Context: an optimization exercise on an open-source flow, tuned for small area. The choices shown serve that exercise and are no tape-out recipe. The RTL was checked by simulation tests, not by an equivalence proof against the original design.

==> inputs of job 5382 <==
==> flow/design.v <==
module firv2(
           o_data,
           i_data,
           i_enable,
           clock
           );
   output reg [7:0] o_data;
   input      [7:0] i_data;
   input            i_enable;
   input            clock;
   reg [7:0] data_r;
   reg [7:0] tap0;
   reg [7:0] tap1;
   reg [7:0] tap2;
   reg [7:0] tap3;
   reg [7:0] tap4;
   reg [7:0] tap5;
   reg [7:0] tap6;
   reg [7:0] tap7;
   reg [7:0] tap8;
   reg [7:0] tap9;
   reg [7:0] tap10;
   reg [7:0] tap11;
   reg [7:0] tap12;
   always @(posedge clock)
     data_r <= {~i_data[7], i_data[6:0]};
   always @(posedge clock)
     if (i_enable) begin
        tap0 <= data_r;
        tap1 <= tap0;
        tap2 <= tap1;
        tap3 <= tap2;
        tap4 <= tap3;
        tap5 <= tap4;
        tap6 <= tap5;
        tap7 <= tap6;
        tap8 <= tap7;
        tap9 <= tap8;
        tap10 <= tap9;
        tap11 <= tap10;
        tap12 <= tap11;
     end
   wire s1, c2;
   fir_ha u_s1 (.a(tap6[0]), .b(tap8[0]), .s(s1), .co(c2));
   wire s4, c3;
   fir_fa u_s4 (.a(tap6[1]), .b(tap8[1]), .c(c2), .s(s4), .co(c3));
   wire s6, c5;
   fir_fa u_s6 (.a(tap6[2]), .b(tap8[2]), .c(c3), .s(s6), .co(c5));
   wire s8, c7;
   fir_fa u_s8 (.a(tap6[3]), .b(tap8[3]), .c(c5), .s(s8), .co(c7));
   wire s10, c9;
   fir_fa u_s10 (.a(tap6[4]), .b(tap8[4]), .c(c7), .s(s10), .co(c9));
   wire s12, c11;
   fir_fa u_s12 (.a(tap6[5]), .b(tap8[5]), .c(c9), .s(s12), .co(c11));
   wire s14, c13;
   fir_fa u_s14 (.a(tap6[6]), .b(tap8[6]), .c(c11), .s(s14), .co(c13));
   wire s16, c15;
   fir_fa u_s16 (.a(tap6[7]), .b(tap8[7]), .c(c13), .s(s16), .co(c15));
   wire s17, c18;
   fir_ha u_s17 (.a(tap4[0]), .b(tap10[0]), .s(s17), .co(c18));
   wire s20, c19;
   fir_fa u_s20 (.a(tap4[1]), .b(tap10[1]), .c(c18), .s(s20), .co(c19));
   wire s21, c22;
   fir_ha u_s21 (.a(s1), .b(s20), .s(s21), .co(c22));
   wire s24, c23;
   fir_fa u_s24 (.a(tap4[2]), .b(tap10[2]), .c(c19), .s(s24), .co(c23));
   wire s26, c25;
   fir_fa u_s26 (.a(s4), .b(c22), .c(s24), .s(s26), .co(c25));
   wire s28, c27;
   fir_fa u_s28 (.a(tap4[3]), .b(tap10[3]), .c(c23), .s(s28), .co(c27));
   wire s30, c29;
   fir_fa u_s30 (.a(s6), .b(c25), .c(s28), .s(s30), .co(c29));
   wire s32, c31;
   fir_fa u_s32 (.a(tap4[4]), .b(tap10[4]), .c(c27), .s(s32), .co(c31));
   wire s34, c33;
   fir_fa u_s34 (.a(s8), .b(c29), .c(s32), .s(s34), .co(c33));
   wire s36, c35;
   fir_fa u_s36 (.a(tap4[5]), .b(tap10[5]), .c(c31), .s(s36), .co(c35));
   wire s38, c37;
   fir_fa u_s38 (.a(s10), .b(c33), .c(s36), .s(s38), .co(c37));
   wire s40, c39;
   fir_fa u_s40 (.a(tap4[6]), .b(tap10[6]), .c(c35), .s(s40), .co(c39));
   wire s42, c41;
   fir_fa u_s42 (.a(s12), .b(c37), .c(s40), .s(s42), .co(c41));
   wire s44, c43;
   fir_fa u_s44 (.a(tap4[7]), .b(tap10[7]), .c(c39), .s(s44), .co(c43));
   wire s46, c45;
   fir_fa u_s46 (.a(s14), .b(c41), .c(s44), .s(s46), .co(c45));
   wire s48, c47;
   fir_fa u_s48 (.a(c43), .b(s16), .c(c45), .s(s48), .co(c47));
   wire s49, c50;
   fir_ha u_s49 (.a(c15), .b(c47), .s(s49), .co(c50));
   wire c51 = (tap2[0] & tap12[0]) | (tap2[0] & s1) | (tap12[0] & s1);
   wire s53, c52;
   fir_fa u_s53 (.a(tap2[1]), .b(tap12[1]), .c(s17), .s(s53), .co(c52));
   wire c54 = (c51 & s4) | (c51 & s53) | (s4 & s53);
   wire s56, c55;
   fir_fa u_s56 (.a(tap2[2]), .b(tap12[2]), .c(tap3[0]), .s(s56), .co(c55));
   wire s58, c57;
   fir_fa u_s58 (.a(tap11[0]), .b(s56), .c(c52), .s(s58), .co(c57));
   wire s60, c59;
   fir_fa u_s60 (.a(s21), .b(s6), .c(c54), .s(s60), .co(c59));
   wire c61 = s58 & s60;
   wire s63, c62;
   fir_fa u_s63 (.a(tap2[3]), .b(tap12[3]), .c(tap3[1]), .s(s63), .co(c62));
   wire s65, c64;
   fir_fa u_s65 (.a(tap11[1]), .b(tap7[0]), .c(s17), .s(s65), .co(c64));
   wire s67, c66;
   fir_fa u_s67 (.a(c55), .b(s63), .c(s65), .s(s67), .co(c66));
   wire s69, c68;
   fir_fa u_s69 (.a(c57), .b(s67), .c(s8), .s(s69), .co(c68));
   wire s71, c70;
   fir_fa u_s71 (.a(c59), .b(s26), .c(c61), .s(s71), .co(c70));
   wire c72 = s69 & s71;
   wire s74, c73;
   fir_fa u_s74 (.a(tap2[4]), .b(tap12[4]), .c(tap3[2]), .s(s74), .co(c73));
   wire s76, c75;
   fir_fa u_s76 (.a(tap11[2]), .b(tap7[1]), .c(tap5[0]), .s(s76), .co(c75));
   wire s78, c77;
   fir_fa u_s78 (.a(tap9[0]), .b(tap7[0]), .c(c62), .s(s78), .co(c77));
   wire s80, c79;
   fir_fa u_s80 (.a(s74), .b(s76), .c(c64), .s(s80), .co(c79));
   wire s82, c81;
   fir_fa u_s82 (.a(s78), .b(s21), .c(c66), .s(s82), .co(c81));
   wire s84, c83;
   fir_fa u_s84 (.a(s80), .b(s82), .c(s10), .s(s84), .co(c83));
   wire s86, c85;
   fir_fa u_s86 (.a(c68), .b(s30), .c(c70), .s(s86), .co(c85));
   wire c87 = (s84 & c72) | (s84 & s86) | (c72 & s86);
   wire s89, c88;
   fir_fa u_s89 (.a(tap2[5]), .b(tap12[5]), .c(tap3[3]), .s(s89), .co(c88));
   wire s91, c90;
   fir_fa u_s91 (.a(tap11[3]), .b(tap7[2]), .c(tap5[1]), .s(s91), .co(c90));
   wire s93, c92;
   fir_fa u_s93 (.a(tap9[1]), .b(tap7[1]), .c(c73), .s(s93), .co(c92));
   wire s95, c94;
   fir_fa u_s95 (.a(c75), .b(s89), .c(s91), .s(s95), .co(c94));
   wire s97, c96;
   fir_fa u_s97 (.a(c77), .b(s93), .c(s95), .s(s97), .co(c96));
   wire s99, c98;
   fir_fa u_s99 (.a(c79), .b(s97), .c(c81), .s(s99), .co(c98));
   wire s101, c100;
   fir_fa u_s101 (.a(s26), .b(s99), .c(s12), .s(s101), .co(c100));
   wire s103, c102;
   fir_fa u_s103 (.a(c83), .b(s34), .c(c85), .s(s103), .co(c102));
   wire c104 = (s101 & c87) | (s101 & s103) | (c87 & s103);
   wire s106, c105;
   fir_fa u_s106 (.a(tap2[6]), .b(tap12[6]), .c(tap3[4]), .s(s106), .co(c105));
   wire s108, c107;
   fir_fa u_s108 (.a(tap11[4]), .b(tap7[3]), .c(tap5[2]), .s(s108), .co(c107));
   wire s110, c109;
   fir_fa u_s110 (.a(tap9[2]), .b(tap7[2]), .c(c88), .s(s110), .co(c109));
   wire s112, c111;
   fir_fa u_s112 (.a(c90), .b(s106), .c(s108), .s(s112), .co(c111));
   wire s114, c113;
   fir_fa u_s114 (.a(c92), .b(c94), .c(s110), .s(s114), .co(c113));
   wire s116, c115;
   fir_fa u_s116 (.a(s112), .b(c96), .c(s114), .s(s116), .co(c115));
   wire s118, c117;
   fir_fa u_s118 (.a(s116), .b(c98), .c(s30), .s(s118), .co(c117));
   wire s120, c119;
   fir_fa u_s120 (.a(s118), .b(s14), .c(c100), .s(s120), .co(c119));
   wire s122, c121;
   fir_fa u_s122 (.a(s38), .b(c102), .c(s120), .s(s122), .co(c121));
   wire c123 = c104 & s122;
   wire s125, c124;
   fir_fa u_s125 (.a(tap2[7]), .b(tap12[7]), .c(tap3[5]), .s(s125), .co(c124));
   wire s127, c126;
   fir_fa u_s127 (.a(tap11[5]), .b(tap7[4]), .c(tap5[3]), .s(s127), .co(c126));
   wire s129, c128;
   fir_fa u_s129 (.a(tap9[3]), .b(tap7[3]), .c(c105), .s(s129), .co(c128));
   wire s131, c130;
   fir_fa u_s131 (.a(c107), .b(s125), .c(s127), .s(s131), .co(c130));
   wire s133, c132;
   fir_fa u_s133 (.a(c109), .b(c111), .c(s129), .s(s133), .co(c132));
   wire s135, c134;
   fir_fa u_s135 (.a(s131), .b(c113), .c(s133), .s(s135), .co(c134));
   wire s137, c136;
   fir_fa u_s137 (.a(c115), .b(s135), .c(s34), .s(s137), .co(c136));
   wire s139, c138;
   fir_fa u_s139 (.a(c117), .b(s137), .c(s16), .s(s139), .co(c138));
   wire s141, c140;
   fir_fa u_s141 (.a(c119), .b(s42), .c(c121), .s(s141), .co(c140));
   wire s143, c142;
   fir_fa u_s143 (.a(s139), .b(c123), .c(s141), .s(s143), .co(c142));
   wire s145, c144;
   fir_fa u_s145 (.a(tap3[6]), .b(tap11[6]), .c(tap7[5]), .s(s145), .co(c144));
   wire s147, c146;
   fir_fa u_s147 (.a(tap5[4]), .b(tap9[4]), .c(tap7[4]), .s(s147), .co(c146));
   wire s149, c148;
   fir_fa u_s149 (.a(c124), .b(c126), .c(s145), .s(s149), .co(c148));
   wire s151, c150;
   fir_fa u_s151 (.a(s147), .b(c128), .c(c130), .s(s151), .co(c150));
   wire s153, c152;
   fir_fa u_s153 (.a(s149), .b(c132), .c(s151), .s(s153), .co(c152));
   wire s155, c154;
   fir_fa u_s155 (.a(c134), .b(s153), .c(s38), .s(s155), .co(c154));
   wire s157, c156;
   fir_fa u_s157 (.a(c136), .b(c15), .c(s155), .s(s157), .co(c156));
   wire s159, c158;
   fir_fa u_s159 (.a(c138), .b(s46), .c(s157), .s(s159), .co(c158));
   wire s161, c160;
   fir_fa u_s161 (.a(c140), .b(s159), .c(c142), .s(s161), .co(c160));
   wire s163, c162;
   fir_fa u_s163 (.a(tap3[7]), .b(tap11[7]), .c(tap7[6]), .s(s163), .co(c162));
   wire s165, c164;
   fir_fa u_s165 (.a(tap5[5]), .b(tap9[5]), .c(tap7[5]), .s(s165), .co(c164));
   wire s167, c166;
   fir_fa u_s167 (.a(c144), .b(c146), .c(s163), .s(s167), .co(c166));
   wire s169, c168;
   fir_fa u_s169 (.a(s165), .b(c148), .c(s167), .s(s169), .co(c168));
   wire s171, c170;
   fir_fa u_s171 (.a(c150), .b(s169), .c(c152), .s(s171), .co(c170));
   wire s173, c172;
   fir_fa u_s173 (.a(s171), .b(s42), .c(c154), .s(s173), .co(c172));
   wire s175, c174;
   fir_fa u_s175 (.a(c156), .b(s173), .c(s48), .s(s175), .co(c174));
   wire s177, c176;
   fir_fa u_s177 (.a(c158), .b(s175), .c(c160), .s(s177), .co(c176));
   wire s179, c178;
   fir_fa u_s179 (.a(tap7[7]), .b(tap5[6]), .c(tap9[6]), .s(s179), .co(c178));
   wire s181, c180;
   fir_fa u_s181 (.a(tap7[6]), .b(c162), .c(c164), .s(s181), .co(c180));
   wire s183, c182;
   fir_fa u_s183 (.a(s179), .b(c166), .c(s181), .s(s183), .co(c182));
   wire s185, c184;
   fir_fa u_s185 (.a(c168), .b(s183), .c(c170), .s(s185), .co(c184));
   wire s187, c186;
   fir_fa u_s187 (.a(s185), .b(s46), .c(c172), .s(s187), .co(c186));
   wire s189, c188;
   fir_fa u_s189 (.a(s187), .b(s49), .c(c174), .s(s189), .co(c188));
   wire s190, c191;
   fir_ha u_s190 (.a(c176), .b(s189), .s(s190), .co(c191));
   wire s193, c192;
   fir_fa u_s193 (.a(tap5[7]), .b(tap9[7]), .c(tap7[7]), .s(s193), .co(c192));
   wire s195, c194;
   fir_fa u_s195 (.a(c178), .b(s193), .c(c180), .s(s195), .co(c194));
   wire s197, c196;
   fir_fa u_s197 (.a(c182), .b(s195), .c(c184), .s(s197), .co(c196));
   wire s199, c198;
   fir_fa u_s199 (.a(s197), .b(s48), .c(c186), .s(s199), .co(c198));
   wire s201, c200;
   fir_fa u_s201 (.a(c50), .b(s199), .c(c188), .s(s201), .co(c200));
   wire s202, c203;
   fir_ha u_s202 (.a(c191), .b(s201), .s(s202), .co(c203));
   wire s205, c204;
   fir_fa u_s205 (.a(c192), .b(c194), .c(c196), .s(s205), .co(c204));
   wire s207, c206;
   fir_fa u_s207 (.a(s205), .b(s49), .c(c198), .s(s207), .co(c206));
   wire s209, c208;
   fir_fa u_s209 (.a(s207), .b(c200), .c(c203), .s(s209), .co(c208));
   wire s211, c210;
   fir_fa u_s211 (.a(c204), .b(c50), .c(c206), .s(s211), .co(c210));
   wire s212, c213;
   fir_ha u_s212 (.a(c208), .b(s211), .s(s212), .co(c213));
   wire s214 = c210 ^ c213;
   always @(posedge clock)
     if (i_enable)
       o_data <= {~s214, s212, s209, s202, s190, s177, s161, s143};
endmodule
module fir_fa(a, b, c, s, co);
   input  a, b, c;
   output s, co;
   assign s  = a ^ b ^ c;
   assign co = (a & b) | (a & c) | (b & c);
endmodule
module fir_ha(a, b, s, co);
   input  a, b;
   output s, co;
   assign s  = a ^ b;
   assign co = a & b;
endmodule
==> flow/run.sh <==
#!/bin/bash
# synth_recipe.tcl (not shown) runs the flow's synth.tcl, then flattens the netlist and writes it again
# the make line also repeats each setting of config.mk as NAME=value (left out here)
make -C /OpenROAD-flow-scripts/flow DESIGN_CONFIG=/design/flow/config.mk WORK_HOME=/design/flow/orfs CLKGATE_MAP_FILE= SYNTH_SCRIPT=/design/flow/synth_recipe.tcl finish
==> flow/config.mk <==
export PLATFORM = sky130hd
export DESIGN_NAME = firv2
export DESIGN_NICKNAME = firv2
export VERILOG_FILES = /design/flow/design.v
export SDC_FILE = /design/flow/constraint.sdc
export NUM_CORES = 4
export LEC_CHECK = 0
export CAP_MARGIN = 20
export CORE_MARGIN = 2
export CORE_UTILIZATION = 40
export CTS_BUF_LIST = sky130_fd_sc_hd__clkbuf_8
export CTS_CLUSTER_DIAMETER = 100
export CTS_CLUSTER_SIZE = 30
export SLEW_MARGIN = 20
export SYNTH_HIERARCHICAL = 1
==> flow/constraint.sdc <==
create_clock -name core_clock -period 10.0 [get_ports {clock}]
set_input_delay 2.0000 -clock core_clock [delete_from_list [all_inputs] [get_ports {clock}]]
set_output_delay 2.0000 -clock core_clock [all_outputs]
set_load 0.01 [all_outputs]
==> job 2692: changes against job 5382 <==
--- a/flow/design.v
+++ b/flow/design.v
@@ -10,2 +10,4 @@
    input            clock;
+   wire       en   = i_enable;
+   wire       en_n = ~i_enable;
    reg [7:0] data_r;
@@ -26,18 +28,54 @@
      data_r <= {~i_data[7], i_data[6:0]};
-   always @(posedge clock)
-     if (i_enable) begin
-        tap0 <= data_r;
-        tap1 <= tap0;
-        tap2 <= tap1;
-        tap3 <= tap2;
-        tap4 <= tap3;
-        tap5 <= tap4;
-        tap6 <= tap5;
-        tap7 <= tap6;
-        tap8 <= tap7;
-        tap9 <= tap8;
-        tap10 <= tap9;
-        tap11 <= tap10;
-        tap12 <= tap11;
-     end
+   wire [7:0] tap0_next;
+   fir_hold8 u_hold_0 (.en(en), .en_n(en_n), .d(data_r), .q(tap0), .y(tap0_next));
+   always @(posedge clock)
+     tap0 <= tap0_next;
+   wire [7:0] tap1_next;
+   fir_hold8 u_hold_1 (.en(en), .en_n(en_n), .d(tap0), .q(tap1), .y(tap1_next));
+   always @(posedge clock)
+     tap1 <= tap1_next;
+   wire [7:0] tap2_next;
+   fir_hold8 u_hold_2 (.en(en), .en_n(en_n), .d(tap1), .q(tap2), .y(tap2_next));
+   always @(posedge clock)
+     tap2 <= tap2_next;
+   wire [7:0] tap3_next;
+   fir_hold8 u_hold_3 (.en(en), .en_n(en_n), .d(tap2), .q(tap3), .y(tap3_next));
+   always @(posedge clock)
+     tap3 <= tap3_next;
+   wire [7:0] tap4_next;
+   fir_hold8 u_hold_4 (.en(en), .en_n(en_n), .d(tap3), .q(tap4), .y(tap4_next));
+   always @(posedge clock)
+     tap4 <= tap4_next;
+   wire [7:0] tap5_next;
+   fir_hold8 u_hold_5 (.en(en), .en_n(en_n), .d(tap4), .q(tap5), .y(tap5_next));
+   always @(posedge clock)
+     tap5 <= tap5_next;
+   wire [7:0] tap6_next;
+   fir_hold8 u_hold_6 (.en(en), .en_n(en_n), .d(tap5), .q(tap6), .y(tap6_next));
+   always @(posedge clock)
+     tap6 <= tap6_next;
+   wire [7:0] tap7_next;
+   fir_hold8 u_hold_7 (.en(en), .en_n(en_n), .d(tap6), .q(tap7), .y(tap7_next));
+   always @(posedge clock)
+     tap7 <= tap7_next;
+   wire [7:0] tap8_next;
+   fir_hold8 u_hold_8 (.en(en), .en_n(en_n), .d(tap7), .q(tap8), .y(tap8_next));
+   always @(posedge clock)
+     tap8 <= tap8_next;
+   wire [7:0] tap9_next;
+   fir_hold8 u_hold_9 (.en(en), .en_n(en_n), .d(tap8), .q(tap9), .y(tap9_next));
+   always @(posedge clock)
+     tap9 <= tap9_next;
+   wire [7:0] tap10_next;
+   fir_hold8 u_hold_10 (.en(en), .en_n(en_n), .d(tap9), .q(tap10), .y(tap10_next));
+   always @(posedge clock)
+     tap10 <= tap10_next;
+   wire [7:0] tap11_next;
+   fir_hold8 u_hold_11 (.en(en), .en_n(en_n), .d(tap10), .q(tap11), .y(tap11_next));
+   always @(posedge clock)
+     tap11 <= tap11_next;
+   wire [7:0] tap12_next;
+   fir_hold8 u_hold_12 (.en(en), .en_n(en_n), .d(tap11), .q(tap12), .y(tap12_next));
+   always @(posedge clock)
+     tap12 <= tap12_next;
    wire s1, c2;
@@ -256,5 +294,12 @@
    wire s214 = c210 ^ c213;
-   always @(posedge clock)
-     if (i_enable)
-       o_data <= {~s214, s212, s209, s202, s190, s177, s161, s143};
+   wire [7:0] o_next;
+   fir_hold8 u_hold_o (.en(en), .en_n(en_n), .d({~s214, s212, s209, s202, s190, s177, s161, s143}), .q(o_data), .y(o_next));
+   always @(posedge clock)
+     o_data <= o_next;
+endmodule
+module fir_hold8(en, en_n, d, q, y);
+   input        en, en_n;
+   input  [7:0] d, q;
+   output [7:0] y;
+   assign y = (d & {8{en}}) | (q & {8{en_n}});
 endmodule
==> flow/flow/run.sh (new file) <==
#!/bin/bash
# Own flow: the standard layout (standard.sh), with plain buf_1 port
# buffers and a clock tree of small buffers without dummy loads.
export BUFFER_PORTS_ARGS="-buffer_cell sky130_fd_sc_hd__buf_1"
export CTS_ARGS="-sink_clustering_enable -repair_clock_nets -dont_use_dummy_load -buf_list sky130_fd_sc_hd__clkbuf_8"
bash standard.sh > standard.log 2>&1
==> flow/standard.sh (new file) <==
#!/bin/bash
# synth_recipe.tcl (not shown) runs the flow's synth.tcl, then flattens the netlist and writes it again
# the make line also repeats each setting of config.mk as NAME=value (left out here)
make -C /OpenROAD-flow-scripts/flow DESIGN_CONFIG=/design/flow/config.mk WORK_HOME=/design/flow/orfs CLKGATE_MAP_FILE= SYNTH_SCRIPT=/design/flow/synth_recipe.tcl "${@:-finish}"
ABC_AREA = 1   (was unset)
CORE_UTILIZATION = 75   (was 40)
CTS_BUF_LIST = unset   (was sky130_fd_sc_hd__clkbuf_8)
CTS_CLUSTER_DIAMETER = unset   (was 100)
CTS_CLUSTER_SIZE = unset   (was 30)
PLACE_DENSITY = 0.85   (was unset)
removed: flow/run.sh
==> qor summary <==
| item | job 2692 | job 5382 |
|---|---|---|
| Run status | complete, no violations | complete, no violations |
| Core area | 0.00769 sq mm | 0.0138 sq mm |
| Number of nets in the layout | 735 | 383 |
| Non-clock buffer share of cell area | 0.0133 | 0.0276 |
| Clock buffer count | 17 | 21 |
| Post-synth top area cell | sky130_fd_sc_hd__dfxtp_1 | sky130_fd_sc_hd__edfxtp_1 |
| Wl on met1 | 4300 um | 3750 um |
| Post-synthesis net count | 725 | 346 |
| Stages on the worst setup path | 20 | 18 |
| Number of non-clock buffers in the layout | 19 | 18 |
| Total global-route track usage | 0.305 | 0.138 |
| Yosys top cell area share | 0.405 | 0.600 |
| Area used by sequential logic in the layout | 0.00240 sq mm | 0.00352 sq mm |
| Share of cell area taken by multi-input logic gates | 0.538 | 0.327 |
| Die outline height | 92.9 um | 122 um |
| Post-DP HPWL | 8350 um | 6400 um |
| Launching instance or port of the critical path | tap6[0] | tap6[0] |
| Area fraction in compound gates after synthesis | 0.00317 | 0.00402 |

-- afterwards: timing with drivers on the ports --
How much do the figures lean on ideal ports? The routed layouts below were timed once more, with nothing changed but the port constraints.
Step 1 assumes that a clkbuf_16 drives the clock port and a buf_2 every other input.
Step 2, shift: input delay + t, output delay - t, t = (earliest + latest rising clock arrival at the registers) / 2. This alone moves slack from input paths to output paths.
Three values: ideal ports, drivers, drivers and shift; two values: the first two.
run	shift t [ns]	setup WS [ns]	worst setup path at the end	slew at the worst register clock pin (ns)	pins driven straight from the clock port
job 5382	0.461	2.805 / 2.805 / 2.805	register to register	0.07 / 0.07	1
job 2692	0.468	2.946 / 2.946 / 2.946	register to register	0.08 / 0.08	1
After both steps every run listed still meets setup and hold.
